Background: an optimization exercise with open tools, aiming at small area. Do not read the settings as production practice. At most, simulation tests tie the RTL to the original design; equivalence was not proved. Only the layout flow was run in runs 1 and 2; the RTL was not checked for function there.

==> flow/design.v (outline; a module is shown in full before it is edited, if it fits) <==
// module PS2_key: 62 lines
// module VGA_control: 27 lines
// module VGA_pixel: 129 lines
// module apple_generate: 52 lines
// module boom: 122 lines
// module score_ctrl: 26 lines
// module snake: 261 lines
// module spr_rom: 2810 lines
// module txt_rom: 43 lines
// module snake_top: 241 lines
module snake_top
(
	input clk,
	input rst_n,
	input key0,
	input ps2_clk,
	input ps2_dat,
	output vga_hsync,
	output vga_vsync,
	output vga_blank_n,
	output vga_sync_n,
	output [23:0] vga_rgb,
	output [3:0] ledg,
	output [3:0] ledr,
	output [11:0] score1,
	output [11:0] score2,
	output [1:0] game_status,
	output green_win,
	output red_win,
	output [5:0] head1_x,
	output [5:0] head1_y,
	output [5:0] head2_x,
	output [5:0] head2_y,
	output [17:0] apples_x,
	output [14:0] apples_y,
	output [2:0] apples_on
);
  // ...
==> flow/flow/run.sh <==
#!/bin/bash
# Layout flow: the standard flow (standard.sh) with these changes, none
# of which touches the registers, the constraints or the power grid:
#  - synthesis: ABC maps the logic with an area-oriented script
#    (flow/abc_map.script) instead of ORFS's default one, and no full/half
#    adder cells are extracted (ADDER_MAP_FILE empty);
#  - port buffers are the smallest buffer (buf_1) instead of a delay buffer;
#  - after global routing, gates on paths with slack are downsized
#    (RECOVER_POWER), which returns area.
# Each tool's output goes to flow.log and to ORFS's own logs under orfs/.
set -euo pipefail
HERE=$(pwd)
{
  echo 'proc abc {args} {'
  echo '  set i [lsearch -exact $args -script]'
  echo "  if {\$i >= 0} { set args [lreplace \$args [expr {\$i + 1}] [expr {\$i + 1}] $HERE/flow/abc_map.script] }"
  echo '  yosys abc {*}$args'
  echo '}'
  cat synth_recipe.tcl
} > my_synth.tcl
sed -e "s#SYNTH_SCRIPT=[^ ]*#SYNTH_SCRIPT=$HERE/my_synth.tcl ADDER_MAP_FILE= RECOVER_POWER=100 'BUFFER_PORTS_ARGS=-buffer_cell sky130_fd_sc_hd__buf_1'#" standard.sh > my_standard.sh
bash my_standard.sh > flow.log 2>&1
==> flow/flow/abc_map.script <==
strash
&get -n
&deepsyn -T 120
&put
dch
amap
==> flow/standard.sh <==
#!/bin/bash
# synth_recipe.tcl (not shown) runs the flow's synth.tcl, then flattens the netlist and writes it again
# the make line also repeats each setting of config.mk as NAME=value (left out here)
make -C /OpenROAD-flow-scripts/flow DESIGN_CONFIG=/design/flow/config.mk WORK_HOME=/design/flow/orfs CLKGATE_MAP_FILE= SYNTH_SCRIPT=/design/flow/synth_recipe.tcl "${@:-finish}"
==> flow/config.mk <==
export PLATFORM = sky130hd
export DESIGN_NAME = snake_top
export DESIGN_NICKNAME = snake_top
export VERILOG_FILES = /design/flow/design.v
export SDC_FILE = /design/flow/constraint.sdc
export NUM_CORES = 8
export LEC_CHECK = 0
export CAP_MARGIN = 0
export CORE_MARGIN = 2
export CORE_UTILIZATION = 28
export GPL_TIMING_DRIVEN = 0
export SLEW_MARGIN = 0
export SYNTH_MEMORY_MAX_BITS = 65536
==> flow/constraint.sdc <==
create_clock -name core_clock -period 40.0 [get_ports {clk}]
set_input_delay 8.0000 -clock core_clock [delete_from_list [all_inputs] [get_ports {clk}]]
set_output_delay 8.0000 -clock core_clock [all_outputs]
set_load 0.01 [all_outputs]
==> summary.txt, run 1 <==
WHS Path Cells=0; Seq area share=17.3%; final weighted congestion in routability-driven placement=1.10; Slowest-stage cell, CP=dfstp_1; total of max-cap violations=52; tap cells=2821; GRT Util Overall=35.6%; adder-cell share of the synthesized area=0%; Root Buffer=clkbuf_16; cts repair resizes=0; commonest non-fill, non-tap cells in the layout=nor2_1 (1627), clkinv_1 (1498), o22ai_1 (1423); Num CTS Buffers=57; Layout area overhead=13.8%; inverters=1531; multi-input logic area=42400 sq um; clk buf depth=3; critical path's most frequent cell=clkinv_1; commonest non-fill, non-tap cell in the layout=nor2_1; register area=11700 sq um; fin. max-slew vios=1092; SO Viols=max-capacitance violations, max-slew violations; Final Cell Area=67600 sq um; Layout Cells excl Fill=12500; DR iter-0 viols=16500; cell type taking the most area=multi-input combinational cells; setup ws final=14.45 ns; DR top layer=met5; filler instances=23600; Critical Path Sink Type=flop; pin count of the biggest net entering global routing=64; met1 usage in global routing=41.7%; outcome=failed layout checks
==> module VGA_pixel, before the edit <==
module VGA_pixel
(
	input clk,
	input rst_n,
	input [1:0] st,
	input flash_done,
	input rwin,
	input en,
	input [9:0] ha,
	input [9:0] vb,
	input [5:0] px,
	input [4:0] py,
	input [5:0] ax1, input [4:0] ay1,
	input [5:0] ax2, input [4:0] ay2,
	input [5:0] ax3, input [4:0] ay3,
	input [2:0] aon,
	input [5:0] bx1, input [4:0] by1, input bdisp1,
	input [5:0] c1x, input [5:0] c1y, input [5:0] c1a, input [5:0] c1b,
	input [5:0] c1c, input [5:0] c1d, input [1:0] c1dir, input [2:0] out1,
	input [5:0] bx2, input [4:0] by2, input bdisp2,
	input [5:0] c2x, input [5:0] c2y, input [5:0] c2a, input [5:0] c2b,
	input [5:0] c2c, input [5:0] c2d, input [1:0] c2dir, input [2:0] out2,
	input pm1, input [3:0] pimg1,
	input pm2, input [3:0] pimg2,
	output logic [23:0] rgb
);
	localparam [1:0] UP = 2'd0, DOWN = 2'd1, LEFT = 2'd2, RIGHT = 2'd3;
	localparam [2:0] C_BLACK = 3'd0, C_RED = 3'd1, C_GREEN = 3'd2, C_APPLE = 3'd3,
	                 C_BOOM = 3'd4, C_SNK1 = 3'd5, C_SNK2 = 3'd6;
	function automatic logic proj(input [5:0] x, input [4:0] y,
		input [5:0] bx, input [5:0] by, input [5:0] ba, input [5:0] bb,
		input [5:0] bc, input [5:0] bd, input [1:0] bdir, input [2:0] o);
		logic ex, ey, xa, xb, yc, yd, p1, p2, p3;
		ex = (x == bx);
		ey = ({1'b0, y} == by);
		xa = (x == ba);
		xb = (x == bb);
		yc = ({1'b0, y} == bc);
		yd = ({1'b0, y} == bd);
		case (bdir)
			UP:    begin p1 = xa & ey; p2 = ex & yc; p3 = xb & ey; end
			DOWN:  begin p1 = xb & ey; p2 = ex & yd; p3 = xa & ey; end
			LEFT:  begin p1 = ex & yd; p2 = xa & ey; p3 = ex & yc; end
			default: begin p1 = ex & yc; p2 = xb & ey; p3 = ex & yd; end
		endcase
		proj = (p1 & ~o[0]) | (p2 & ~o[1]) | (p3 & ~o[2]);
	endfunction
	wire apple_on = (px == ax1 && py == ay1 && aon[0]) ||
	                (px == ax2 && py == ay2 && aon[1]) ||
	                (px == ax3 && py == ay3 && aon[2]);
	wire bomb1_on = bdisp1 ? (px == bx1 && py == by1)
	                       : proj(px, py, c1x, c1y, c1a, c1b, c1c, c1d, c1dir, out1);
	wire bomb2_on = bdisp2 ? (px == bx2 && py == by2)
	                       : proj(px, py, c2x, c2y, c2a, c2b, c2c, c2d, c2dir, out2);
	wire onscreen = !(en && (ha == 10'd640 || vb == 10'd480));
	wire wall = onscreen && (px == 6'd0 || py == 5'd0 || px == 6'd39 || py == 5'd29);
	wire inbox = (px >= 6'd15) && (px < 6'd25) && (py >= 5'd8) && (py < 5'd10);
	wire [7:0] tcol = 8'(ha - 10'd240);
	logic tr, tg;
	txt_rom u_txt (.row(vb[4:0]), .col(tcol), .r(tr), .g(tg));
	logic [2:0] src;
	logic [3:0] img;
	always_ff @(posedge clk)
		img <= pm1 ? pimg1 : pimg2;      
	always_ff @(posedge clk or negedge rst_n) begin
		if (!rst_n) begin
			src <= C_BLACK;
		end else begin
			if (st == 2'd0)
				src <= C_BLACK;
			else if (st != 2'd3 || !flash_done) begin
				if (apple_on) src <= C_APPLE;
				else if (bomb1_on || bomb2_on) src <= C_BOOM;
				else if (wall) src <= C_RED;
				else if (pm1) src <= C_SNK1;
				else if (pm2) src <= C_SNK2;
				else src <= C_BLACK;
			end else begin
				if (inbox && (rwin ? tr : tg)) src <= rwin ? C_RED : C_GREEN;
				else src <= C_BLACK;
			end
		end
	end
	wire en3 = (ha >= 10'd4) && (ha <= 10'd643) && (vb != 10'd0) && (vb <= 10'd480);
	wire [3:0] x1 = ha[3:0] - 4'd1;
	wire [3:0] y0 = vb[3:0];
	logic [3:0] sid;
	logic [7:0] addr;
	always_comb begin
		sid = 4'd0;
		addr = 8'd0;
		case (src)
			C_APPLE: begin
				sid = 4'd10;
				addr = en3 ? {vb[3:0] + 4'd1, ha[3:0] - 4'd2} : 8'h11;
			end
			C_BOOM: begin
				sid = 4'd11;
				addr = en3 ? {vb[3:0] - 4'd1, ha[3:0] - 4'd4} : 8'hFF;
			end
			default: begin
				case (img)
					4'd0, 4'd4, 4'd6, 4'd8, 4'd10: addr = {y0, x1};
					4'd1, 4'd7, 4'd11:             addr = {4'd15 - y0, x1};
					4'd3, 4'd13:                   addr = {4'd15 - x1, y0};
					default:                       addr = {x1, y0};
				endcase
				case (img)
					4'd0, 4'd1, 4'd2, 4'd3: sid = 4'd0;
					4'd4, 4'd5:             sid = 4'd1;
					4'd6, 4'd7, 4'd9:       sid = 4'd2;
					4'd8:                   sid = 4'd3;
					default:                sid = 4'd4;
				endcase
				if (src == C_SNK2) sid = sid + 4'd5;
			end
		endcase
	end
	logic [23:0] srgb;
	spr_rom u_spr (.sid(sid), .addr(addr), .rgb(srgb));
	always_comb begin
		case (src)
			C_BLACK: rgb = 24'h000000;
			C_RED:   rgb = 24'hff0000;
			C_GREEN: rgb = 24'h00ff00;
			default: rgb = srgb;
		endcase
	end
endmodule
==> inputs of run 2 (changes only) <==
--- a/flow/design.v
+++ b/flow/design.v
@@ -177,2 +177,9 @@
 	logic [7:0] addr;
+	wire tf_yx = (img == 4'd0) | (img == 4'd4) | (img == 4'd6) | (img == 4'd8) | (img == 4'd10);
+	wire tf_fy = (img == 4'd1) | (img == 4'd7) | (img == 4'd11);
+	wire tf_fx = (img == 4'd3) | (img == 4'd13);
+	wire [2:0] sh = (img[3:2] == 2'b00) ? 3'd0 :
+	                (img == 4'd4 || img == 4'd5) ? 3'd1 :
+	                (img == 4'd8) ? 3'd3 :
+	                (img == 4'd6 || img == 4'd7 || img == 4'd9) ? 3'd2 : 3'd4;
 	always_comb begin
@@ -190,15 +197,7 @@
 			default: begin
-				case (img)
-					4'd0, 4'd4, 4'd6, 4'd8, 4'd10: addr = {y0, x1};
-					4'd1, 4'd7, 4'd11:             addr = {4'd15 - y0, x1};
-					4'd3, 4'd13:                   addr = {4'd15 - x1, y0};
-					default:                       addr = {x1, y0};
-				endcase
-				case (img)
-					4'd0, 4'd1, 4'd2, 4'd3: sid = 4'd0;
-					4'd4, 4'd5:             sid = 4'd1;
-					4'd6, 4'd7, 4'd9:       sid = 4'd2;
-					4'd8:                   sid = 4'd3;
-					default:                sid = 4'd4;
-				endcase
+				if (tf_yx)      addr = {y0, x1};
+				else if (tf_fy) addr = {4'd15 - y0, x1};
+				else if (tf_fx) addr = {4'd15 - x1, y0};
+				else            addr = {x1, y0};
+				sid = {1'b0, sh};
 				if (src == C_SNK2) sid = sid + 4'd5;
--- a/flow/config.mk
+++ b/flow/config.mk
@@ -9,4 +9,4 @@
 export CORE_MARGIN = 2
-export CORE_UTILIZATION = 28
-export GPL_TIMING_DRIVEN = 0
+export CORE_UTILIZATION = 20
+export CTS_BUF_LIST = sky130_fd_sc_hd__clkbuf_4 sky130_fd_sc_hd__clkbuf_8
 export SLEW_MARGIN = 0
==> summary.txt, run 2 <==
critical path's top delay family=buffers and inverters; routed wire length=402 mm; # DRC=0; ys flop type=dfrtp_1; I/O pin cnt=129; CTS Hold Bufs=0; post-route clock period utilization=57.5%; final hold violation count=0; maximum achievable frequency=43.4 MHz; vias per cell=6.34; layout cells sized above 1=5.00%; DR top layer=met5; Synth Cell Area=59300 sq um; hold slack=0.364 ns; SO Viols=max-capacitance violations, max-slew violations; RR Startpoint=u_s2.hxr[0]; Post-Route M1 WL=146 mm; # clock sinks=473; crit path launch type=flop; share of the synthesized area in the top cell type=14.2%; Post-DRT Antenna Nets=0; Starting Density=20.1%; antenna violations before repair=28; global-route wire length before repair=559 mm; commonest non-fill, non-tap cell in the layout=nor2_1; Worst-Skew Late Latency=0.93 ns; Worst Path Buf+Inv=19; CP Max Fanout=31; RR Endpoint=u_s2.hyr[4]; GRT Util Overall=25.1% (-11 points); post-layout minimum cycle time=23.02 ns; most numerous cell in the Yosys netlist=nor2_1; via count=88200; Largest regs=scnt: 32 flops, u_bm1.cnt: 32 flops, u_bm2.cnt: 32 flops; largest stage delay on the critical path=2.35 ns; WHS Path Cells=0 (unchanged); Total Nets Final=9894; CP required=40.77 ns; synthesized netlist cell count=9391; #FFs+latches synth=473; hold endpoint=u_ps2.kd1; routed wl met3=72.9 mm; fin. max-slew vios=774 (-29%); total of max-cap violations=35 (-33%); Root Buffer=clkbuf_8; port buffer count=119; Worst Path Arrival=23.78 ns; Layout Utilization=23.4%; Critical Path Sink Type=flop; drt first pass iters=14; setup tns final=0 ns; Final setup viols=0; FF-to-FF path depth=51; Worst Hold Class=flop to flop; core area=294000 sq um; Layout area overhead=16.2%; leading area contributor after synthesis=o22ai_1; unique cell type count in the Yosys netlist=68; clk buf depth=3 (unchanged); yosys warns=18; dominant cells by area after synthesis=o22ai_1 (14%), nor2_1 (10%), clkinv_1 (9.8%); Die H=548 um; Seq/Total Area, Yosys=19.6%; R2R Setup Slk=16.98 ns; met2 routed WL=147 mm; Placement Rows=199; worst slew pin tran=3.73 ns; Num CTS Buffers=84 (+47%); FFs w/ async S/R, synth=61.5%; critical path's most frequent cell=clkinv_1; Reg clk slew, reported paths=0.06 ns; number of flops mapped to enable cells by yosys=60; GRT Residual Overflow=0; most common library cells after synthesis=nor2_1 (1648), clkinv_1 (1555), o22ai_1 (1345); final weighted congestion in routability-driven placement=1.11 (+1.0%); Crit Path Class=flop to flop; cts repair resizes=0 (unchanged); HPWL Detailed=293 mm; DR iter-0 viols=17200 (+4.1%); RSZ-0062 raised after global routing=false; CTS tree=done; hold path start=u_ps2.kd0; Post-CTS Setup Bufs=0; Avg Synthesized Cell Area=6.31 sq um; DR WL/cell=28.9 um; Slowest-stage cell, CP=clkbuf_1; filler instances=33600 (+42%); Die Width=548 um; outcome=failed layout checks; Final Skew=0.105 ns; commonest non-fill, non-tap cells in the layout=nor2_1 (1635), clkinv_1 (1550), o22ai_1 (1341); number of global-route vias before repair=76700; Worst slew margin=-149%; DIE AREA=301000 sq um; pin count of the biggest net entering global routing=70 (+9.4%); CTS H-Tree Depth=3
-- run 2: metal layers --
metal / vias to the layer above / global-route usage (%)
li1: 37800 / -
met1: 40400 / 31.3
met2: 7938 / 33.1
met3: 2017 / 12.5
met4: 22 / 17.3
met5: - / 0.285
-- run 2: layout make-up --
cell class	instances	area (sq um)	area share (%)
Multi-Input combinational cell	7355	42000	61.0
Sequential cell	473	11600	16.8
Inverter	1555	5840	8.48
Tap cell	3919	4900	7.12
Timing Repair Buffer	420	2560	3.71
Clock buffer	129	1590	2.31
Clock inverter	27	312	0.452
Antenna cell	29	72.6	0.105
-- run 2: kinds of logic after synthesis --
kind of cell    Yosys count  share of synthesized area (%)
simple gates           3205                           23.4
buf+inv                1571                           10.1
xor+xnor                  1                         0.0148
compound gates         4140                           46.9
flops                   473                           19.6
other cells               1                        0.00633
-- run 2: per-stage QoR --
step / setup slack (ns) / cells / instance area [sq um]
final: 16.98 / 13900 / 68900
after global routing: 16.17 / 13900 / 68800
after CTS: 20.31 / 13900 / 69000
after detailed placement: 21.30 / 13700 / 67100
after global placement: 21.22 / 13700 / 67100
after floorplan: 20.67 / 9399 / 59300
-- run 2: worst max-delay path by stage --
stage               cells after the start          end          start  slack, ns
global route                           51  u_s2.hyr[4]    u_s2.hxr[0]      16.17
floorplan                              37   vga_rgb[9]  u_vga_t.vb[1]      20.67
finish                                 51  u_s2.hyr[4]    u_s2.hxr[0]      16.98
CTS                                    40   vga_rgb[9]  u_vga_t.vb[1]      20.31
detailed placement                     40   vga_rgb[9]  u_vga_t.vb[1]      21.30
global placement                       40   vga_rgb[9]  u_vga_t.vb[0]      21.22
-- run 2: worst register-to-register path, delay by kind of cell (launching register included) --
family / cells / cell delay [ns]
compound gates: 21 / 10.30
simple gates: 11 / 1.70
buf+inv: 19 / 10.63
flops: 1 / 0.33
==> module snake, before the edit <==
module snake #(
	parameter [4:0] Y0 = 5'd5
) (
	input clk,
	input rst_n,
	input restart,
	input step,               
	input kup,
	input kdown,
	input kleft,
	input kright,
	input add,
	input [5:0] b1x, input [5:0] b1y, input [5:0] b1a, input [5:0] b1b,
	input [5:0] b1c, input [5:0] b1d, input [1:0] b1dir,
	input [5:0] b2x, input [5:0] b2y, input [5:0] b2a, input [5:0] b2b,
	input [5:0] b2c, input [5:0] b2d, input [1:0] b2dir,
	input [5:0] px,
	input [4:0] py,
	output [5:0] hx,
	output [4:0] hy,
	output [1:0] dr,
	output logic [15:0][5:0] cx,
	output logic [15:0][4:0] cy,
	output logic [15:0] live,
	output hit,
	output pm,
	output logic [3:0] pimg,
	output logic [3:0] ledg
);
	localparam [1:0] UP = 2'd0, DOWN = 2'd1, LEFT = 2'd2, RIGHT = 2'd3;
	logic [5:0] hxr;
	logic [4:0] hyr;
	logic [1:0] drr;
	logic [1:0] lk [0:14];      
	logic [1:0] l0, l1;
	logic [1:0] lh [2:14];
	always_comb begin
		lk[0] = l0;
		lk[1] = l1;
		for (int j = 2; j < 15; j++) lk[j] = lh[j];
	end
	logic [3:0] nst;            
	logic [3:0] cn;             
	logic full;                 
	logic acs;                  
	logic hitr;                 
	assign hx = hxr;
	assign hy = hyr;
	assign dr = drr;
	assign hit = hitr;
	function automatic [5:0] incdec6(input [5:0] x, input en, input dec);
		logic c;
		c = en;
		for (int i = 0; i < 6; i++) begin
			incdec6[i] = x[i] ^ c;
			c = c & (x[i] ^ dec);
		end
	endfunction
	function automatic [4:0] incdec5(input [4:0] x, input en, input dec);
		logic c;
		c = en;
		for (int i = 0; i < 5; i++) begin
			incdec5[i] = x[i] ^ c;
			c = c & (x[i] ^ dec);
		end
	endfunction
	logic [15:0] valid, exist;
	always_comb begin
		cx[0] = hxr;
		cy[0] = hyr;
		for (int j = 0; j < 15; j++) begin
			cx[j+1] = incdec6(cx[j], lk[j][1], lk[j][0]);
			cy[j+1] = incdec5(cy[j], ~lk[j][1], lk[j][0]);
		end
		for (int k = 0; k < 16; k++) begin
			valid[k] = (k < 3) ? 1'b1 : (nst >= 4'(k - 2));
			exist[k] = (k < 3) ? 1'b1 : (full || (cn > 4'(k)));
			live[k] = valid[k] & exist[k];
		end
	end
	function automatic logic bhit(input [5:0] x, input [4:0] y,
		input [5:0] bx, input [5:0] by, input [5:0] ba, input [5:0] bb,
		input [5:0] bc, input [5:0] bd, input [1:0] bdir);
		logic ex, ey, xa, xb, yc, yd;
		ex = (x == bx);
		ey = ({1'b0, y} == by);
		xa = (x == ba);
		xb = (x == bb);
		yc = ({1'b0, y} == bc);
		yd = ({1'b0, y} == bd);
		case (bdir)
			UP:    bhit = (ey & (xa | xb)) | (ex & yc);
			DOWN:  bhit = (ey & (xa | xb)) | (ex & yd);
			LEFT:  bhit = (ex & (yc | yd)) | (ey & xa);
			default: bhit = (ex & (yc | yd)) | (ey & xb);
		endcase
	endfunction
	wire z1 = bhit(6'd0, 5'd0, b1x, b1y, b1a, b1b, b1c, b1d, b1dir);
	wire z2 = bhit(6'd0, 5'd0, b2x, b2y, b2a, b2b, b2c, b2d, b2dir);
	wire hpar = hxr[0] ^ hyr[0];
	wire q1 = b1a[0] ^ b1y[0] ^ hpar;      
	wire q2 = b2a[0] ^ b2y[0] ^ hpar;
	logic [15:0] bv;
	always_comb begin
		for (int i = 0; i < 8; i++) begin
			logic [5:0] x1, x2;
			logic [4:0] y1, y2;
			logic h1, h2;
			x1 = q1 ? cx[2*i+1] : cx[2*i];
			y1 = q1 ? cy[2*i+1] : cy[2*i];
			x2 = q2 ? cx[2*i+1] : cx[2*i];
			y2 = q2 ? cy[2*i+1] : cy[2*i];
			h1 = bhit(x1, y1, b1x, b1y, b1a, b1b, b1c, b1d, b1dir);
			h2 = bhit(x2, y2, b2x, b2y, b2a, b2b, b2c, b2d, b2dir);
			bv[2*i] = (h1 & ~q1) | (h2 & ~q2);
			bv[2*i+1] = (h1 & q1) | (h2 & q2);
		end
	end
	logic [15:0] bh;
	always_comb begin
		for (int k = 0; k < 16; k++)
			bh[k] = valid[k] ? bv[k] : (z1 | z2);
	end
	wire dead_now = bh[0] | bh[1] | bh[2];
	logic cut;
	logic [3:0] cutk;
	always_comb begin
		cut = 1'b0;
		cutk = 4'd0;
		for (int k = 15; k >= 3; k--)
			if (bh[k] & exist[k]) begin
				cut = 1'b1;
				cutk = 4'(k);
			end
	end
	wire wallc = (drr == UP && hyr == 5'd1) || (drr == DOWN && hyr == 5'd28) ||
	             (drr == LEFT && hxr == 6'd1) || (drr == RIGHT && hxr == 6'd38);
	logic bodyc;
	always_comb begin
		bodyc = 1'b0;
		for (int k = 2; k < 16; k = k + 2)
			bodyc = bodyc | (live[k] & (cx[k] == hxr) & (cy[k] == hyr));
	end
	logic [1:0] dnext;
	always_comb begin
		if (drr[1] == 1'b0)
			dnext = kleft ? LEFT : kright ? RIGHT : drr;
		else
			dnext = kup ? UP : kdown ? DOWN : drr;
	end
	wire move = step && !(wallc || bodyc);
	always_ff @(posedge clk or negedge rst_n) begin
		if (!rst_n) begin
			hxr <= 6'd10;
			hyr <= Y0;
			l0 <= RIGHT;
			l1 <= RIGHT;
			cn <= 4'd3;
		end else if (restart) begin
			hxr <= 6'd10;
			hyr <= Y0;
			l0 <= RIGHT;
			l1 <= RIGHT;
			cn <= 4'd3;
		end else begin
			if (move) begin
				case (drr)
					UP: hyr <= hyr - 5'd1;
					DOWN: hyr <= hyr + 5'd1;
					LEFT: hxr <= hxr - 6'd1;
					default: hxr <= hxr + 6'd1;
				endcase
				l0 <= drr;
				l1 <= l0;
			end
			if (!acs && add)
				cn <= cn + 4'd1;
			if (!dead_now && cut)
				cn <= cutk;
		end
	end
	always_ff @(posedge clk) begin
		if (restart) begin
			drr <= RIGHT;
			nst <= 4'd0;
			full <= 1'b0;
			acs <= 1'b0;
			hitr <= 1'b0;
		end else begin
			drr <= dnext;
			if (step && (wallc || bodyc))
				hitr <= 1'b1;
			if (move && nst != 4'd13)
				nst <= nst + 4'd1;
			if (!acs) begin
				if (add) begin
					full <= full | (cn == 4'd15);
					acs <= 1'b1;
				end
			end else if (!add)
				acs <= 1'b0;
			if (dead_now)
				hitr <= 1'b1;
			else if (cut)
				full <= 1'b0;
		end
	end
	always_ff @(posedge clk) begin
		if (!restart && move)
			for (int j = 2; j < 15; j++) lh[j] <= lk[j-1];
	end
	logic [15:0] m, s;
	always_comb begin
		for (int k = 0; k < 16; k++)
			m[k] = live[k] & (cx[k] == px) & (cy[k] == py);
		s = m & ~(m - 16'd1);     
	end
	assign pm = |m;
	logic [1:0] pv, nv;
	logic nval, tl;
	always_comb begin
		pv = 2'd0;
		nv = 2'd0;
		nval = 1'b0;
		tl = s[15];
		for (int k = 1; k < 16; k++)
			if (s[k]) pv = pv | lk[k-1];
		for (int k = 1; k < 15; k++)
			if (s[k]) begin
				nv = nv | lk[k];
				nval = nval | valid[k+1];
				tl = tl | (cn == 4'(k + 1));
			end
	end
	function automatic logic [3:0] body_img(input [1:0] p, input nu, input nd, input nl, input nr);
		case (p)
			UP:    body_img = nu ? 4'd4 : nl ? 4'd6 : 4'd8;
			DOWN:  body_img = nd ? 4'd4 : nl ? 4'd7 : 4'd9;
			RIGHT: body_img = nr ? 4'd5 : nd ? 4'd6 : 4'd7;
			default: body_img = nl ? 4'd5 : nd ? 4'd8 : 4'd9;
		endcase
	endfunction
	always_comb begin
		if (s[0])
			pimg = {2'b00, lk[0]};
		else if (tl)
			pimg = 4'd10 + {2'b00, pv};
		else if (nval)
			pimg = body_img(pv, nv == UP, nv == DOWN, nv == LEFT, nv == RIGHT);
		else
			pimg = body_img(pv, 1'b0, py == 5'd1, 1'b0, px == 6'd1);
	end
	logic [3:0] img1;
	always_comb begin
		img1 = body_img(lk[0], lk[1] == UP, lk[1] == DOWN, lk[1] == LEFT, lk[1] == RIGHT);
		if (cn == 4'd2)
			ledg = 4'd0;
		else
			ledg = {img1 == 4'd6, img1 == 4'd9, img1 == 4'd8, img1 == 4'd7};
	end
endmodule
==> inputs of run 3 (changes only) <==
--- a/flow/design.v
+++ b/flow/design.v
@@ -556,4 +556,4 @@
 	always_comb begin
-		bodyc = 1'b0;
-		for (int k = 2; k < 16; k = k + 2)
+		bodyc = (l0[1] == l1[1]) && (l0[0] != l1[0]);
+		for (int k = 4; k < 16; k = k + 2)
 			bodyc = bodyc | (live[k] & (cx[k] == hxr) & (cy[k] == hyr));
--- a/flow/flow/run.sh
+++ b/flow/flow/run.sh
@@ -3,3 +3,3 @@
 # of which touches the registers, the constraints or the power grid:
-#  - synthesis: ABC maps the logic with an area-oriented script
+#  - synthesis: ABC maps the logic with an area-oriented script (deep AIG optimisation, then &nf)
 #    (flow/abc_map.script) instead of ORFS's default one, and no full/half
==> flow/flow/abc_map.script (replaced) <==
strash
&get -n
&deepsyn -T 120
&dch -f
&nf -R 1000 -F 8 -C 32
&put
==> flow/config.mk (replaced) <==
export PLATFORM = sky130hd
export DESIGN_NAME = snake_top
export DESIGN_NICKNAME = snake_top
export VERILOG_FILES = /design/flow/design.v
export SDC_FILE = /design/flow/constraint.sdc
export NUM_CORES = 8
export LEC_CHECK = 0
export CAP_MARGIN = 20
export CORE_MARGIN = 2
export CORE_UTILIZATION = 25
export CTS_BUF_LIST = sky130_fd_sc_hd__clkbuf_4
export SLEW_MARGIN = 20
export SYNTH_MEMORY_MAX_BITS = 65536
==> summary.txt, run 3 <==
Worst-Skew Late Latency=1.19 ns (+0.26 ns); hold slack=0.356 ns (-0.00834 ns); maximum achievable frequency=52.2 MHz (+20%); DIE AREA=245000 sq um (-18%); hold path start=u_ps2.kd0; commonest non-fill, non-tap cells in the layout=xnor2_1 (1051), nor2_1 (887), nand2_1 (793); Worst Hold Class=flop to flop; Synth Cell Area=60400 sq um (+1.8%); total of max-cap violations=32 (-8.6%); Final setup viols=0 (unchanged); Die H=495 um (-9.7%); RR Startpoint=u_s1.hyr[1]; Seq/Total Area, Yosys=19.2% (-0.35 points); CP required=32.00 ns (-8.77 ns); Die Width=495 um (-9.7%); routed wire length=316 mm (-21%); Num CTS Buffers=143 (+70%); FFs w/ async S/R, synth=61.5% (unchanged); Layout Utilization=28.6% (+5.2 points); CP Max Fanout=19 (-39%); Avg Synthesized Cell Area=7.43 sq um (+18%); Layout Cells excl Fill=12000 (-14%); Largest regs=scnt: 32 flops, u_bm1.cnt: 32 flops, u_bm2.cnt: 32 flops; # clock sinks=473 (unchanged); Critical Path Sink Type=output pin; GRT Residual Overflow=0 (unchanged); Final Skew=0.164 ns (+0.0590 ns); CTS tree=done; crit path launch type=flop; RSZ-0062 raised after global routing=false; global-route wire length before repair=452 mm (-19%); post-route clock period utilization=47.9% (-9.7 points); most common library cells after synthesis=xnor2_1 (1077), nor2_1 (889), nand2_1 (801); leading area contributor after synthesis=xnor2_1; Slowest-stage cell, CP=dfrtp_1; DR iter-0 viols=10700 (-38%); yosys warns=18 (unchanged); final weighted congestion in routability-driven placement=1.06 (-4.3%); filler instances=26500 (-21%); core area=240000 sq um (-18%); Starting Density=25.1% (+5.0 points); most numerous cell in the Yosys netlist=xnor2_1; GRT Util Overall=24.5% (-0.60 points); number of global-route vias before repair=64600 (-16%); setup tns final=0 ns (unchanged); I/O pin cnt=129 (unchanged); commonest non-fill, non-tap cell in the layout=xnor2_1; R2R Setup Slk=22.63 ns (+5.65 ns); # DRC=0 (unchanged); CTS H-Tree Depth=4 (+1); outcome=failed layout checks; Worst slew margin=-457% (-310 points); pin count of the biggest net entering global routing=150 (+110%); Layout area overhead=13.9%; CP startpoint=u_vga_t.ha[3]; largest stage delay on the critical path=0.81 ns (-1.54 ns); Post-CTS Setup Bufs=0 (unchanged); placed insts=11700 (-15%); number of flops mapped to enable cells by yosys=60 (unchanged); Crit Path Class=flop to output pin; HPWL Detailed=227 mm (-23%); critical path's most frequent cell=nor2_1; #FFs+latches synth=473 (unchanged); unique cell type count in the Yosys netlist=78 (+15%); share of the synthesized area in the top cell type=15.6% (+1.4 points); drt first pass iters=9 (-5); Reg clk slew, reported paths=0.07 ns (about the same); fin. max-slew vios=981 (+27%); DR WL/cell=26.5 um (-8.3%); worst slew pin tran=8.36 ns (+4.63 ns); synthesized netlist cell count=8122 (-14%); SO Viols=max-capacitance violations, max-slew violations; CTS Hold Bufs=0 (unchanged); layout cells sized above 1=6.71% (+1.7 points); Root Buffer=clkbuf_4; dominant cells by area after synthesis=xnor2_1 (16%), dfrtp_1 (9.6%), xor2_1 (8.8%); Placement Rows=180 (-9.5%); vias per cell=6.00 (-5.3%); Worst Path Arrival=11.15 ns (-12.63 ns); ys flop type=dfrtp_1; port buffer count=119 (unchanged); final hold violation count=0 (unchanged); Post-DRT Antenna Nets=0 (unchanged); antenna violations before repair=20 (-29%); via count=71800 (-19%); cts repair resizes=0 (unchanged); clk buf depth=3 (unchanged); post-layout minimum cycle time=19.15 ns (-3.86 ns); Total Nets Final=8640 (-13%)
==> run 3: critical path, delay by kind of cell, from the launching register on <==
kind / cells / cell delay [ns]
AND/OR/NAND/NOR: 19 / 4.43
buffers and inverters: 4 / 1.79
flip-flops: 1 / 0.81
AO/OA/AOI/OAI: 16 / 2.94
==> run 3: final cells by class <==
type                       count  area [sq um]  share of cell area (%)
antenna                       17          42.5                  0.0619
clock buffer                 221          1660                    2.41
clock inverter                42           262                   0.380
inverter                     208           781                    1.14
multi-input combinational   7433         48200                    70.1
sequential                   473         11600                    16.9
tap                         3185          3990                    5.80
timing repair buffer         376          2210                    3.22
==> run 3: logic make-up (layout without fill, tap and decap cells) <==
kind of cell,Yosys count,after routing,share of synthesized area (%)
AO/OA/AOI/OAI,2618,2618,28.0
XOR/XNOR,1680,1680,24.4
adder cells (fa/ha/maj),17,17,0.282
buffers and inverters,224,847,1.49
flip-flops,473,473,19.2
multiplexers,214,214,4.31
other,1,26,0.00621
AND/OR/NAND/NOR,2895,2895,22.3
==> run 3: path summary, 6_finish.rpt <==
check / to / cells past startpoint
setup / recovery: vga_rgb[9] / 39
hold / removal: u_ps2.kd1 / 0
setup reg to reg: u_s1.cn[3] / 34
hold reg to reg: u_ps2.kd1 / 0
max in group asynchronous: u_s2.hyr[3] / 2
min in group asynchronous: u_ap3.tm[0] / 1
==> run 3: per-layer routing <==
layer	GRT usage [%]	wire length (um)	part of all wire, %
met1	32.2	124000	39
met2	34.3	125000	40
met3	8.97	46600	15
met4	13.7	20500	6.5
met5	0	80	0.025
==> run 3: metrics by stage <==
step | worst slack (ns) | cell area, sq um
3_5_place_dp | 23.13 | 67000
6_report | 20.85 | 68800
2_1_floorplan | 24.29 | 60400
4_1_cts | 21.78 | 68900
5_1_grt | 20.13 | 68700
3_3_place_gp | 22.86 | 67000
==> inputs of run 4 (changes only) <==
--- a/flow/flow/run.sh
+++ b/flow/flow/run.sh
@@ -7,4 +7,4 @@
 #  - port buffers are the smallest buffer (buf_1) instead of a delay buffer;
-#  - after global routing, gates on paths with slack are downsized
-#    (RECOVER_POWER), which returns area.
+
+
 # Each tool's output goes to flow.log and to ORFS's own logs under orfs/.
@@ -20,3 +20,3 @@
 } > my_synth.tcl
-sed -e "s#SYNTH_SCRIPT=[^ ]*#SYNTH_SCRIPT=$HERE/my_synth.tcl ADDER_MAP_FILE= RECOVER_POWER=100 'BUFFER_PORTS_ARGS=-buffer_cell sky130_fd_sc_hd__buf_1'#" standard.sh > my_standard.sh
+sed -e "s#SYNTH_SCRIPT=[^ ]*#SYNTH_SCRIPT=$HERE/my_synth.tcl ADDER_MAP_FILE= 'BUFFER_PORTS_ARGS=-buffer_cell sky130_fd_sc_hd__buf_1'#" standard.sh > my_standard.sh
 bash my_standard.sh > flow.log 2>&1
==> summary.txt, run 4 <==
outcome=finished clean; share of the synthesized area in the top cell type=15.6% (unchanged); Placement Rows=180 (unchanged); unique cell type count in the Yosys netlist=78 (unchanged); Post-Synth Simple-Gate Area=22.3% (unchanged); maximum achievable frequency=54.8 MHz (+5.0%); total of max-cap violations=0 (-100%); HPWL Detailed=227 mm (unchanged); Crit Path Class=flop to output pin; final hold violation count=0 (unchanged); Die Width=495 um (unchanged); post-layout minimum cycle time=18.24 ns (-0.911 ns); Worst Path Arrival=10.24 ns (-0.91 ns); RSZ-0062 raised after global routing=false; Post-CTS Setup Bufs=0 (unchanged); Largest regs=scnt: 32 flops, u_bm1.cnt: 32 flops, u_bm2.cnt: 32 flops; Worst-Skew Late Latency=1.18 ns (about the same); commonest non-fill, non-tap cell in the layout=xnor2_1; ys flop type=dfrtp_1; commonest non-fill, non-tap cells in the layout=xnor2_1 (1051), nor2_1 (885), nand2_1 (792); Final setup viols=0 (unchanged); setup ws final=21.76 ns (+0.911 ns); xor and xnor fraction of the mapped netlist area=24.4% (unchanged); setup slack at placement=23.13 ns (unchanged); GRT Util Overall=24.5% (unchanged); cts repair resizes=0 (unchanged); clk buf depth=3 (unchanged); # DRC=0 (unchanged); Total Nets Final=8640 (unchanged); Final Cell Area=69000 sq um (+0.34%); FFs w/ async S/R, synth=61.5% (unchanged); multiplexer area fraction after synthesis=4.31% (unchanged); Worst slew margin=17.7% (+470 points); Layout Utilization=28.7% (+0.096 points); adder-cell share of the synthesized area=0.282% (unchanged); final weighted congestion in routability-driven placement=1.06 (unchanged); antenna violations before repair=19 (-5.0%); dominant cells by area after synthesis=xnor2_1 (16%), dfrtp_1 (9.6%), xor2_1 (8.8%); DIE AREA=245000 sq um (unchanged); R2R Setup Slk=24.75 ns (+2.12 ns); GRT Residual Overflow=0 (unchanged); most numerous cell in the Yosys netlist=xnor2_1; setup tns final=0 ns (unchanged); Seq/Total Area, Yosys=19.2% (unchanged); DR WL/cell=26.5 um (about the same); yosys warns=18 (unchanged); Die H=495 um (unchanged); CP required=32.00 ns (about the same); port buffer count=119 (unchanged); Num CTS Buffers=143 (unchanged); most common library cells after synthesis=xnor2_1 (1077), nor2_1 (889), nand2_1 (801); Critical Path Sink Type=output pin; critical path's most frequent cell=nor2_1; CP Max Fanout=39 (+20); layout cells sized above 1=7.60% (+0.89 points); CTS H-Tree Depth=4 (unchanged); number of flops mapped to enable cells by yosys=60 (unchanged); largest family of logic cells by synthesized area=compound AO/OA/AOI/OAI gates; Post-DRT Antenna Nets=0 (unchanged); worst slew pin tran=1.22 ns (-7.14 ns); Layout area overhead=14.3%; drt first pass iters=10 (+1); crit path launch type=flop; global-route wire length before repair=452 mm (unchanged); CTS tree=done; number of global-route vias before repair=64600 (unchanged); fin. max-slew vios=0 (-100%); I/O pin cnt=129 (unchanged); routed wire length=316 mm (about the same); largest stage delay on the critical path=0.88 ns (+0.07 ns); synthesized netlist cell count=8122 (unchanged); Root Buffer=clkbuf_4; Worst Hold Class=flop to flop; post-route clock period utilization=45.6% (-2.3 points); Worst Path Buf+Inv=5 (+1); pin count of the biggest net entering global routing=150 (unchanged); #FFs+latches synth=473 (unchanged); Avg Synthesized Cell Area=7.43 sq um (unchanged); critical path's top delay family=simple AND/OR/NAND/NOR gates; Starting Density=25.1% (unchanged); Reg clk slew, reported paths=0.07 ns (about the same); vias per cell=6.02 (+0.30%); CTS Hold Bufs=0 (unchanged); compound-gate portion of the synthesized area=28.0% (unchanged); core area=240000 sq um (unchanged); Final Skew=0.165 ns (+0.00118 ns); via count=72000 (+0.28%); DR iter-0 viols=10500 (-1.2%); # clock sinks=473 (unchanged); Synth Cell Area=60400 sq um (unchanged); leading area contributor after synthesis=xnor2_1; placed instance area=67000 sq um (unchanged); Slowest-stage cell, CP=a2111oi_0
## run 4: worst paths after layout
kind / from / to / cells past startpoint
min reg2reg: u_ps2.kd0 / u_ps2.kd1 / 0
max: u_vga_t.vb[4] / vga_rgb[21] / 36
min in group asynchronous: rst_n / u_ap3.tm[0] / 1
max in group asynchronous: rst_n / u_bm2.outside[0] / 3
min: u_ps2.kd0 / u_ps2.kd1 / 0
max reg2reg: u_s1.l0[0] / u_s1.cn[3] / 39
## run 4: cell families after synthesis
family                   after synthesis
AO/OA/AOI/OAI                       2618
XOR/XNOR                            1680
adder cells (fa/ha/maj)               17
buffers and inverters                224
flip-flops                           473
multiplexers                         214
other                                  1
AND/OR/NAND/NOR                     2895
## run 4: stage by stage
step           hold WS (ns)  instances
6_report              0.356      12000
5_1_grt               0.360      11900
4_1_cts               0.358      11900
3_5_place_dp          0.349      11700
3_3_place_gp          0.349      11700
2_1_floorplan         0.345       8130
## run 4: area by class of cell
| type | instances | area, sq um |
|---|---|---|
| fill | 26500 | 171000 |
| multi-input combinational | 7433 | 48300 |
| sequential | 473 | 11600 |
| tap | 3185 | 3990 |
| timing repair buffer | 376 | 2390 |
| clock buffer | 221 | 1660 |
| inverter | 208 | 781 |
| clock inverter | 42 | 262 |
| antenna | 14 | 35.0 |
## run 4: layer usage
metal	GRT usage (%)	up-vias	wire length [um]
met5	0	-	134
met4	13.7	10	20600
met3	8.97	1079	46400
li1	-	31700	-
met2	34.3	5165	125000
met1	32.2	34100	124000
==> inputs of run 5 (changes only) <==
--- a/flow/flow/run.sh
+++ b/flow/flow/run.sh
@@ -3,3 +3,3 @@
 # of which touches the registers, the constraints or the power grid:
-#  - synthesis: ABC maps the logic with an area-oriented script (deep AIG optimisation, then &nf)
+#  - synthesis: ABC maps the logic with an area-oriented script
 #    (flow/abc_map.script) instead of ORFS's default one, and no full/half
==> flow/flow/abc_map.script (replaced) <==
strash
&get -n
&deepsyn -T 120
&put
dch
amap
==> summary.txt, run 5 <==
outcome=finished clean; core area=235000 sq um (-2.1%); CP Max Fanout=29 (-26%); ys flop type=dfrtp_1; antenna violations before repair=47 (+28); Placement Rows=178 (-1.1%); I/O pin cnt=129 (unchanged); layout cells sized above 1=6.98% (-0.62 points); port buffer count=119 (unchanged); Critical Path Sink Type=output pin; Final Skew=0.170 ns (+0.00449 ns); Worst-Skew Late Latency=1.32 ns (+0.14 ns); yosys warns=18 (unchanged); post-route clock period utilization=51.8% (+6.2 points); largest stage delay on the critical path=0.74 ns (-0.14 ns); Worst slew margin=7.71% (-10 points); Crit Path Class=flop to output pin; crit path launch type=flop; maximum achievable frequency=48.3 MHz (-12%); pin count of the biggest net entering global routing=68 (-55%); CTS tree=done; Die H=490 um (-0.98%); Starting Density=25.2% (+0.042 points); DIE AREA=241000 sq um (-2.0%); RSZ-0062 raised after global routing=false; Seq/Total Area, Yosys=19.6% (+0.39 points); via count=89800 (+25%); Slowest-stage cell, CP=clkinv_1; critical path's most frequent cell=nor2_1; Reg clk slew, reported paths=0.07 ns (about the same); number of global-route vias before repair=78700 (+22%); commonest non-fill, non-tap cells in the layout=nor2_1 (1623), clkinv_1 (1514), o22ai_1 (1313); CTS H-Tree Depth=4 (unchanged); #FFs+latches synth=473 (unchanged); filler instances=26500 (+0.015%); Worst Hold Class=flop to flop; global-route wire length before repair=606 mm (+34%); final weighted congestion in routability-driven placement=1.13 (+6.3%); GRT Residual Overflow=0 (unchanged); unique cell type count in the Yosys netlist=65 (-17%); setup tns final=0 ns (unchanged); number of flops mapped to enable cells by yosys=60 (unchanged); drt first pass iters=15 (+5); Largest regs=scnt: 32 flops, u_bm1.cnt: 32 flops, u_bm2.cnt: 32 flops; CTS Hold Bufs=0 (unchanged); routed wire length=441 mm (+40%); Post-CTS Setup Bufs=0 (unchanged); placed insts=12900 (+11%); DR WL/cell=33.4 um (+26%); Worst Path Buf+Inv=13 (+8); Num CTS Buffers=139 (-2.8%); Levels on crit path=46 (+28%); leading area contributor after synthesis=o22ai_1; # clock sinks=473 (unchanged); Total Nets Final=9919 (+15%); vias per cell=6.79 (+13%); total of max-cap violations=0 (unchanged); Avg Synthesized Cell Area=6.35 sq um (-15%); critical path's top delay family=simple AND/OR/NAND/NOR gates; Worst Path Arrival=12.71 ns (+2.47 ns); clk buf depth=3 (unchanged); WHS Path Cells=0 (unchanged); FFs w/ async S/R, synth=61.5% (unchanged); FF-to-FF path depth=57 (+46%); dominant cells by area after synthesis=o22ai_1 (14%), nor2_1 (10%), dfrtp_1 (9.8%); share of the synthesized area in the top cell type=14.0% (-1.7 points); Die Width=490 um (-0.98%); synthesized netlist cell count=9320 (+15%); fin. max-slew vios=0 (unchanged); most common library cells after synthesis=nor2_1 (1643), clkinv_1 (1490), o22ai_1 (1322); DR iter-0 viols=17400 (+65%); Synth Cell Area=59200 sq um (-2.0%); most numerous cell in the Yosys netlist=nor2_1; Layout area overhead=15.5%; GRT Util Overall=34.8% (+10 points); commonest non-fill, non-tap cell in the layout=nor2_1; Layout Cells excl Fill=13200 (+11%); worst slew pin tran=1.38 ns (+0.160 ns); post-layout minimum cycle time=20.71 ns (+2.47 ns); Post-DRT Antenna Nets=0 (unchanged); final hold violation count=0 (unchanged); CP required=32.00 ns (about the same); Root Buffer=clkbuf_4; # DRC=0 (unchanged); Final setup viols=0 (unchanged); HPWL Detailed=313 mm (+38%); cts repair resizes=0 (unchanged)
run 5: cell count changes after synthesis, sizes merged, moves of 128 or more:
cell    change
a21oi     -189
a221oi    +128
a22oi     +138
clkinv   +1282
mux2i     -128
nand2     -187
nor2      +754
o221ai    +239
o22ai    +1208
xnor2    -1075
xor2      -603
run 5: worst reg2reg max path, delay by kind of cell (launching register included):
family | cells | cell delay [ns]
flip-flops | 1 | 1.10
AND/OR/NAND/NOR | 14 | 2.79
AO/OA/AOI/OAI | 26 | 10.11
buffers and inverters | 17 | 4.53
run 5: cell families after synthesis:
group	Yosys count	synth area share, %
xor gates and xnor gates	2	0.0296
DFF	473	19.6
AOI/OAI and AO/OA	4222	48.0
buffers and inverters	1506	9.66
other	1	0.00634
and+or+nand+nor	3116	22.7
run 5: final timing paths:
check	start	end	slack (ns)
worst max-delay path	u_vga_t.vb[3]	vga_rgb[21]	19.29
worst min-delay path	u_ps2.kd0	u_ps2.kd1	0.36
worst max register to register	u_s2.hxr[0]	u_s2.cn[1]	21.46
worst min register to register	u_ps2.kd0	u_ps2.kd1	0.36
max in group asynchronous	rst_n	u_s2.hxr[2]	30.55
min in group asynchronous	rst_n	u_s1.cn[2]	6.71
run 5: layout make-up:
class	instances	area, sq um	share of cell area (%)
multi-input cells	7349	42300	61.8
clock inverters	57	307	0.448
repair buffers	461	3030	4.43
inverters	1490	5600	8.18
clock buffers	198	1490	2.17
diodes	51	128	0.187
well taps	3150	3940	5.77
flip-flops and latches	473	11600	17.0
run 5: routing by layer:
| metal | vias up | routed length, um | global-route usage (%) |
|---|---|---|---|
| met3 | 2355 | 73600 | 16.7 |
| met2 | 8462 | 167000 | 47.0 |
| li1 | 38000 | - | - |
| met4 | 31 | 44100 | 26.9 |
| met1 | 41000 | 157000 | 41.6 |
| met5 | - | 354 | 0.694 |
run 5: through the flow:
| step | setup slack [ns] | cell area [sq um] | hold slack, ns | util, % |
|---|---|---|---|---|
| final | 19.29 | 68400 | 0.357 | 29.1 |
| after global placement | 20.52 | 66400 | 0.346 | 28.2 |
| after CTS | 19.51 | 68200 | 0.359 | 29.0 |
| after global routing | 18.44 | 68300 | 0.360 | 29.0 |
| after detailed placement | 20.95 | 66400 | 0.350 | 28.2 |
| after floorplan | 22.56 | 59200 | 0.345 | - |
==> inputs of run 6 (changes only) <==
==> flow/flow/run.sh (replaced) <==
#!/bin/bash
# Layout flow: the standard flow (standard.sh), except for two synthesis
# settings that only change how the combinational logic is mapped:
#  - ABC maps with an area-oriented script (flow/abc_map.script) instead of
#    ORFS's default one;
#  - no full/half-adder cell extraction (ADDER_MAP_FILE empty).
# Registers come out of the standard flow's own synthesis script unchanged.
set -euo pipefail
HERE=$(pwd)
{
  echo 'proc abc {args} {'
  echo '  set i [lsearch -exact $args -script]'
  echo "  if {\$i >= 0} { set args [lreplace \$args [expr {\$i + 1}] [expr {\$i + 1}] $HERE/flow/abc_map.script] }"
  echo '  yosys abc {*}$args'
  echo '}'
  cat synth_recipe.tcl
} > my_synth.tcl
sed -e "s#SYNTH_SCRIPT=[^ ]*#SYNTH_SCRIPT=$HERE/my_synth.tcl ADDER_MAP_FILE=#" standard.sh > my_standard.sh
bash my_standard.sh > flow.log 2>&1
==> flow/flow/abc_map.script (replaced) <==
strash
&get -n
&st
&syn2
&dch -f
&nf -R 1000 -F 8 -C 32
&put
--- a/flow/config.mk
+++ b/flow/config.mk
@@ -9,4 +9,3 @@
 export CORE_MARGIN = 2
-export CORE_UTILIZATION = 25
-export CTS_BUF_LIST = sky130_fd_sc_hd__clkbuf_4
+export CORE_UTILIZATION = 28
 export SLEW_MARGIN = 20
==> summary.txt, run 6 <==
GRT Util Overall=27.6% (-7.2 points); core area=238000 sq um (+1.1%); CTS H-Tree Depth=2 (-2); RSZ-0062 raised after global routing=false; routed wire length=353 mm (-20%); final hold violation count=0 (unchanged); CTS tree=done; leading area contributor after synthesis=xnor2_1; Worst Hold Class=flop to flop; register area=11600 sq um (+0.13%); worst slew pin tran=1.27 ns (-0.112 ns); fin. max-slew vios=0 (unchanged); Worst Path Arrival=9.41 ns (-3.30 ns); Crit Path Class=flop to output pin; Seq/Total Area, Yosys=17.3% (-2.3 points); layout cells sized above 1=6.13% (-0.85 points); most numerous cell in the Yosys netlist=xnor2_1; post-route clock period utilization=43.5% (-8.3 points); multi-input logic area=55300 sq um (+31%); Avg Synthesized Cell Area=7.28 sq um (+15%); GRT Residual Overflow=0 (unchanged); # DRC=0 (unchanged); pin count of the biggest net entering global routing=73 (+7.4%); Reg clk slew, reported paths=0.06 ns (about the same); outcome=finished clean; FF-to-FF path depth=42 (-26%); clk buf depth=3 (unchanged); DR iter-0 viols=13000 (-25%); maximum achievable frequency=57.4 MHz (+19%); Layout area overhead=15.4%; cts repair resizes=0 (unchanged); I/O pin cnt=129 (unchanged); Final setup viols=0 (unchanged); setup slack at placement=23.65 ns (+2.69 ns); largest stage delay on the critical path=0.82 ns (+0.08 ns); Layout Utilization=32.5% (+3.4 points); Root Buffer=clkbuf_16; global-route wire length before repair=507 mm (-16%); Placement Rows=179 (+0.56%); antenna violations before repair=23 (-51%); total of max-cap violations=0 (unchanged); Final Skew=0.0382 ns (-0.132 ns); crit path launch type=flop; Starting Density=28.1% (+3.0 points); setup ws final=22.59 ns (+3.31 ns); placed insts=12800 (-0.95%); commonest non-fill, non-tap cells in the layout=xnor2_1 (1419), nor2_1 (1035), nand2_1 (960); Slowest-stage cell, CP=nand2b_1; vias per cell=6.22 (-8.4%); Total Nets Final=9699 (-2.2%); Largest regs=scnt: 32 flops, u_bm1.cnt: 32 flops, u_bm2.cnt: 32 flops; DIE AREA=243000 sq um (+1.0%); final weighted congestion in routability-driven placement=1.05 (-7.2%); #FFs+latches synth=473 (unchanged); ys flop type=dfrtp_1; FFs w/ async S/R, synth=61.5% (unchanged); Worst-Skew Late Latency=0.73 ns (-0.59 ns); Die Width=493 um (+0.51%); unique cell type count in the Yosys netlist=77 (+18%); CP required=32.00 ns (about the same); commonest non-fill, non-tap cell in the layout=xnor2_1; Post-CTS Setup Bufs=0 (unchanged); port buffer count=119 (unchanged); setup tns final=0 ns (unchanged); number of flops mapped to enable cells by yosys=60 (unchanged); filler instances=25700 (-2.9%); HPWL Detailed=243 mm (-22%); # clock sinks=473 (unchanged); dominant cells by area after synthesis=xnor2_1 (19%), xor2_1 (10%), dfrtp_1 (8.6%); WHS Path Cells=0 (unchanged); Post-DRT Antenna Nets=0 (unchanged); Layout Cells excl Fill=12900 (-2.3%); Num CTS Buffers=60 (-57%); most common library cells after synthesis=xnor2_1 (1454), nor2_1 (1043), nand2_1 (971); via count=80400 (-10%); number of global-route vias before repair=72100 (-8.4%); yosys warns=18 (unchanged); drt first pass iters=19 (+4); Synth Cell Area=66900 sq um (+13%); share of the synthesized area in the top cell type=19.0% (+5.0 points); critical path's most frequent cell=nor2_1; CP Max Fanout=32 (+10%); Critical Path Sink Type=output pin; CTS Hold Bufs=0 (unchanged); Worst slew margin=15.4% (+7.7 points); synthesized netlist cell count=9196 (-1.3%); DR WL/cell=27.3 um (-18%); Die H=493 um (+0.51%); post-layout minimum cycle time=17.41 ns (-3.31 ns)
[run 6: cell count changes after synthesis, sizes merged, moves of 155 or more]
cell,before,now
o221ai,323,72
o22ai,1322,112
xor2,0,802
xnor2,2,1454
clkinv,1490,161
nand3,100,255
nand2,614,971
a21oi,594,790
nor2,1643,1043
[run 6: stage by stage]
stage | area (sq um) | hold slack (ns)
after floorplan | 67000 | 0.345
after global placement | 75100 | 0.346
after detailed placement | 75100 | 0.347
after CTS | 77200 | 0.356
after global routing | 77200 | 0.360
final | 77300 | 0.355
[run 6: cell type report]
cell class	instances	share of cell area, %
inverters	161	0.782
well taps	3167	5.13
diodes	15	0.0486
clock buffers	80	2.22
repair buffers	444	4.72
clock inverters	34	0.458
flip-flops and latches	473	15.1
multi-input cells	8554	71.6
[run 6: path summary, 6_finish.rpt]
kind                                     from           to  slack [ns]
worst max-delay path            u_vga_t.vb[3]  vga_rgb[19]       22.59
worst min-delay path                u_ps2.kd0    u_ps2.kd1        0.35
worst max register to register     u_s2.l0[1]   u_s2.cn[3]       24.40
worst min register to register      u_ps2.kd0    u_ps2.kd1        0.35
max in group asynchronous               rst_n  u_ap3.tm[5]       30.72
min in group asynchronous               rst_n   u_s1.cn[2]        7.18
[run 6: metal layers]
metal | global-route usage [%] | wire length [um]
met1 | 34.4 | 132000
met2 | 39.8 | 141000
met3 | 9.42 | 48600
met4 | 18.9 | 31100
met5 | 0.157 | 196
[run 6: cells by family (layout without fill, tap and decap cells)]
group,after synthesis,count (layout),synth area share [%]
fa+ha+maj,16,16,0.239
xor+xnor,2256,2256,29.5
buf+inv,177,719,1.08
simple gates,3328,3328,22.9
mux,115,115,1.78
other cells,1,24,0.00560
flops,473,473,17.3
compound gates,2830,2830,27.2
[run 6: worst max-delay path, delay by kind of cell (launching register included)]
family	cells	cell delay, ns
AO/OA/AOI/OAI	12	3.26
buffers and inverters	4	1.60
flip-flops	1	0.55
AND/OR/NAND/NOR	9	3.27

static timing again, ports no longer ideal:
In the flow no input, the clock included, has a driving cell. The finished layouts below were timed again as built, in two steps.
Step 1, drivers: a clkbuf_16 drives clk and a buf_2 each remaining input, both assumed.
Step 2 also shifts input and output timing later by t, the mid clock arrival at the registers, as if the neighbouring blocks saw the same clock.
Three values: ideal, step 1, step 2; two values: the first two.
| run | t (ns) | setup WS [ns] | worst setup path after step 2 | slew at the worst register clock pin (ns) |
|---|---|---|---|---|
| run 1 | 0.795 | 14.452 / 14.452 / 14.452 | register to register | 0.09 / 0.09 |
| run 2 | 0.966 | 16.981 / 16.981 / 16.981 | register to register | 0.10 / 0.10 |
| run 3 | 1.185 | 20.846 / 20.765 / 21.347 | input, reset recovery | 0.08 / 0.08 |
| run 4 | 1.178 | 21.757 / 21.678 / 22.856 | register to output | 0.08 / 0.08 |
| run 5 | 1.325 | 19.286 / 19.191 / 20.516 | register to output | 0.10 / 0.10 |
| run 6 | 0.805 | 22.592 / 22.496 / 23.301 | register to output | 0.08 / 0.08 |
Setup slack includes reset recovery checks.
